Source: an optimization exercise on an open RTL-to-GDS flow (aim: small area and a short achievable clock period). Production flows keep margins and buffers that such runs may drop. Function was checked by simulation only, so behaviour that the tests miss may differ from the original. The clock port is modelled as an ideal driver; clocking choices that lean on that would not hold on a real chip. No activity file was given, so power comes from the tool's default toggle rates.

Setup of v1:
## multiplier
module multiplier (
  input clock, reset,
  input unsigned [63:0] mcand, mplier,
  input [6-1:0] insn_tag_in,
  input [6-1:0] result_tag_in,
  input start,
  output [63:0] product,
  output [6-1:0] insn_tag,
  output [6-1:0] result_tag,
  output done
);
  reg [6-1:0] it_r [0:7];
  reg [6-1:0] rt_r [0:7];
  reg [7:0] dn_r;
  integer k;
  always @(posedge clock) begin
    it_r[0] <= insn_tag_in;
    rt_r[0] <= result_tag_in;
    for (k = 1; k < 8; k = k + 1) begin
      it_r[k] <= it_r[k-1];
      rt_r[k] <= rt_r[k-1];
    end
  end
  always @(posedge clock) begin
    if (reset) dn_r <= 8'b0;
    else dn_r <= {dn_r[6:0], start};
  end
  assign insn_tag = it_r[7];
  assign result_tag = rt_r[7];
  assign done = dn_r[7];
  reg [21:0] s_one, s_two, s_three, s_four, s_neg;
  reg [63:0] s_a, s_a3;
  reg r1_1456;
  reg r1_1457;
  reg r1_1458;
  reg r1_1459;
  reg r1_1460;
  reg r1_1461;
  reg r1_1462;
  reg r1_1463;
  reg r1_1464;
  reg r1_1465;
  reg r1_1466;
  reg r1_1467;
  reg r1_1468;
  reg r1_1469;
  reg r1_1470;
  reg r1_1471;
  reg r1_1472;
  reg r1_1473;
  reg r1_1474;
  reg r1_1475;
  reg r1_1476;
  reg r1_1477;
  reg r1_1478;
  reg r1_1479;
  reg r1_1480;
  reg r1_1481;
  reg r1_1482;
  reg r1_1483;
  reg r1_1484;
  reg r1_1485;
  reg r1_1486;
  reg r1_1487;
  reg r1_1488;
  reg r1_1489;
  reg r1_1490;
  reg r1_1491;
  reg r1_1492;
  reg r1_1493;
  reg r1_1494;
  reg r1_1495;
  reg r1_1496;
  reg r1_1497;
  reg r1_1498;
  reg r1_1499;
  reg r1_1500;
  reg r1_1501;
  reg r1_1502;
  reg r1_1503;
  reg r1_1504;
  reg r1_1505;
  reg r1_1506;
  reg r1_1507;
  reg r1_1508;
  reg r1_1509;
  reg r1_1510;
  reg r1_1511;
  reg r1_1512;
  reg r1_1513;
  reg r1_1514;
  reg r1_1515;
  reg r1_1516;
  reg r1_1517;
  reg r1_1518;
  reg r1_1519;
  reg r1_1520;
  reg r1_1521;
  reg r1_1522;
  reg r1_1523;
  reg r1_1524;
  reg r1_1525;
  reg r1_1526;
  reg r1_1527;
  reg r1_1528;
  reg r1_1529;
  reg r1_1530;
  reg r1_1531;
  reg r1_1532;
  reg r1_1533;
  reg r1_1534;
  reg r1_1535;
  reg r1_1536;
  reg r1_1537;
  reg r1_1538;
  reg r1_1539;
  reg r1_1540;
  reg r1_1541;
  reg r1_1542;
  reg r1_1543;
  reg r1_1544;
  reg r1_1545;
  reg r1_1546;
  reg r1_1547;
  ...
make LEC_CHECK=0 CAP_MARGIN=20 CORE_MARGIN=2 CORE_UTILIZATION=35 SETUP_SLACK_MARGIN=3.4 SLEW_MARGIN=20 SYNTH_HIERARCHICAL=1 finish   # period 6.0 ns
run.sh (not shown) runs the stock make flow with config.mk's settings and CLKGATE_MAP_FILE= SYNTH_SCRIPT=/design/flow/synth_recipe.tcl, a recipe that flattens the netlist after the stock synthesis.
Input changes introduced in v26 (baseline for comparison: v1):
==> flow/flow/run.sh (new file) <==
#!/bin/bash
# Standard layout with two changes, both after synthesis:
#  - after global placement, combinational cells that synthesis sized up are set back to their
#    smallest size and the port buffers to plain buffers (flow/downsize.tcl); the flow's own
#    timing repair then sizes up only what the setup margin needs;
#  - clock tree synthesis without dummy loads, with larger sink clusters (fewer leaf buffers).
# Each tool's output goes to a log file of its own in this folder.
set -uo pipefail
export CTS_ARGS="-sink_clustering_enable -repair_clock_nets -dont_use_dummy_load -sink_clustering_size 20 -sink_clustering_max_diameter 150"
bash standard.sh synth > log_1_synth.txt 2>&1 || exit 1
bash standard.sh place > log_2_floorplan_place.txt 2>&1 || exit 1
openroad -no_init -exit flow/downsize.tcl > log_3_downsize.txt 2>&1 || exit 1
bash standard.sh > log_4_cts_route_finish.txt 2>&1 || exit 1
==> flow/flow/downsize.tcl (new file) <==
# Set every combinational cell that synthesis sized up back to its smallest (_1) variant, and
# the port buffers to plain buffers. The later repair steps of the standard flow size up again
# only what the setup margin needs.
set R orfs/results/$::env(FLOW_PLATFORM)/multiplier/base
set P $::env(FLOW_HOME)/platforms/$::env(FLOW_PLATFORM)
read_db $R/3_place.odb
read_liberty $P/lib/sky130_fd_sc_hd__tt_025C_1v80.lib
read_sdc $R/3_place.sdc
source $P/setRC.tcl
estimate_parasitics -placement
puts "before: area [rsz::design_area] ws [worst_slack -max]"
set n 0
set nport 0
set pbuf [get_lib_cells sky130_fd_sc_hd__buf_2]
foreach inst [get_cells *] {
  set name [get_property $inst full_name]
  set lc [get_property $inst ref_name]
  if {[string match input* $name] || [string match output* $name]} {
    if {[string match *clkdlybuf* $lc]} { replace_cell $inst $pbuf; incr nport }
    continue
  }
  if {[regexp {^(sky130_fd_sc_hd__[a-z0-9]+)_([0-9]+)$} $lc -> base drive] && $drive > 1} {
    if {[regexp {df|dl|sdf|edf|clk|conb|tap|fill|decap|diode|probe|lpflow} $base]} { continue }
    set new [get_lib_cells -quiet ${base}_1]
    if {[llength $new]} { replace_cell $inst $new; incr n }
  }
}
puts "downsized $n, port buffers replaced $nport"
detailed_placement
estimate_parasitics -placement
puts "after: area [rsz::design_area] ws [worst_slack -max]"
write_db $R/3_place.odb
==> flow/standard.sh (new file) <==
#!/bin/bash
# synth_recipe.tcl (not shown) runs the flow's synth.tcl, then flattens the netlist and writes it again
# the make line also repeats each setting of config.mk as NAME=value (left out here)
make -C /OpenROAD-flow-scripts/flow DESIGN_CONFIG=/design/flow/config.mk WORK_HOME=/design/flow/orfs CLKGATE_MAP_FILE= SYNTH_SCRIPT=/design/flow/synth_recipe.tcl "${@:-finish}"
removed: flow/run.sh
Notes after the runs:
- Cell-internal power was higher in v1 than in v26.
- met2 routed wirelength was higher in the run labelled v1.
- v26 against v1: sequential cell area share has increased, final instance area has decreased, sum of routed wire length over all layers has decreased.
The following lists how v7 was set up differently from v26:
==> flow/flow/run.sh <==
#!/bin/bash
# Standard layout, with one extra step after global placement: cells that synthesis sized up
# but that are off the critical paths are sized back down (OpenROAD power recovery, which
# keeps every path within the same setup margin the flow repairs to).
set -uo pipefail
R=orfs/results/$FLOW_PLATFORM/multiplier/base
bash standard.sh synth > log_synth.txt 2>&1 || exit 1
bash standard.sh place > log_place.txt 2>&1 || exit 1
openroad -no_init -exit flow/downsize.tcl > log_downsize.txt 2>&1 || exit 1
bash standard.sh > log_rest.txt 2>&1 || exit 1
==> flow/flow/downsize.tcl <==
# Size every combinational cell that synthesis sized up back to its smallest (_1) variant.
# The later repair steps of the standard flow size up again only what timing needs.
set R orfs/results/$::env(FLOW_PLATFORM)/multiplier/base
set P $::env(FLOW_HOME)/platforms/$::env(FLOW_PLATFORM)
read_db $R/3_place.odb
read_liberty $P/lib/sky130_fd_sc_hd__tt_025C_1v80.lib
read_sdc $R/3_place.sdc
source $P/setRC.tcl
estimate_parasitics -placement
puts "before: area [rsz::design_area] ws [worst_slack -max]"
set n 0
foreach inst [get_cells *] {
  set name [get_property $inst full_name]
  if {[string match input* $name] || [string match output* $name]} { continue }
  set lc [get_property $inst ref_name]
  if {[regexp {^(sky130_fd_sc_hd__[a-z0-9]+)_([0-9]+)$} $lc -> base drive] && $drive > 1} {
    if {[regexp {df|dl|sdf|edf|clk|conb|tap|fill|decap|diode|probe|lpflow} $base]} { continue }
    set new [get_lib_cells -quiet ${base}_1]
    if {[llength $new]} { replace_cell $inst $new; incr n }
  }
}
puts "downsized $n"
detailed_placement
estimate_parasitics -placement
puts "after: area [rsz::design_area] ws [worst_slack -max]"
write_db $R/3_place.odb
v7 finished every step from synthesis to the final layout, and the layout passed the timing, design-rule and antenna checks. Summary of the comparison: final period demand of the worst path is lower in v7, relative to v26. Data arrival at the endpoint of the critical path delta for v7 relative to v26: 0.11 ns higher. Multi-input combinational cell count: v7 vs v26 identical.

[port drivers added, routing unchanged]
Ports are ideal in the flow. The routed layouts listed here were re-timed in OpenROAD. Step 1 assumes that a clkbuf_16 drives the clock port and a buf_2 every other input. Step 2 adds t to the input delays and takes it off the output delays; t is the mean of the earliest and latest rising clock arrival at the registers after step 1. Input paths then give back, and output paths get back, about the clock's delay inside the block. Three values: ideal ports, drivers, drivers and shift; two values: the first two.
run | t, ns | slack for setup (ns) | worst setup path at the end | latest minus earliest clock arrival (ns) | worst data-port slew with drivers (ns)
v1 | 0.899 | 3.298 / 3.298 / 2.615 | input to register | 0.100 / 0.099 | 0.10
v26 | 0.792 | 3.306 / 3.306 / 2.691 | input to register | 0.057 / 0.056 | 0.09
v7 | 0.898 | 3.329 / 3.329 / 2.501 | input to register | 0.064 / 0.064 | 0.10
After both steps every run listed still meets setup and hold. The setup slack of v7, which loses most, moves by 0.000 ns with the drivers and by -0.828 ns with both steps.
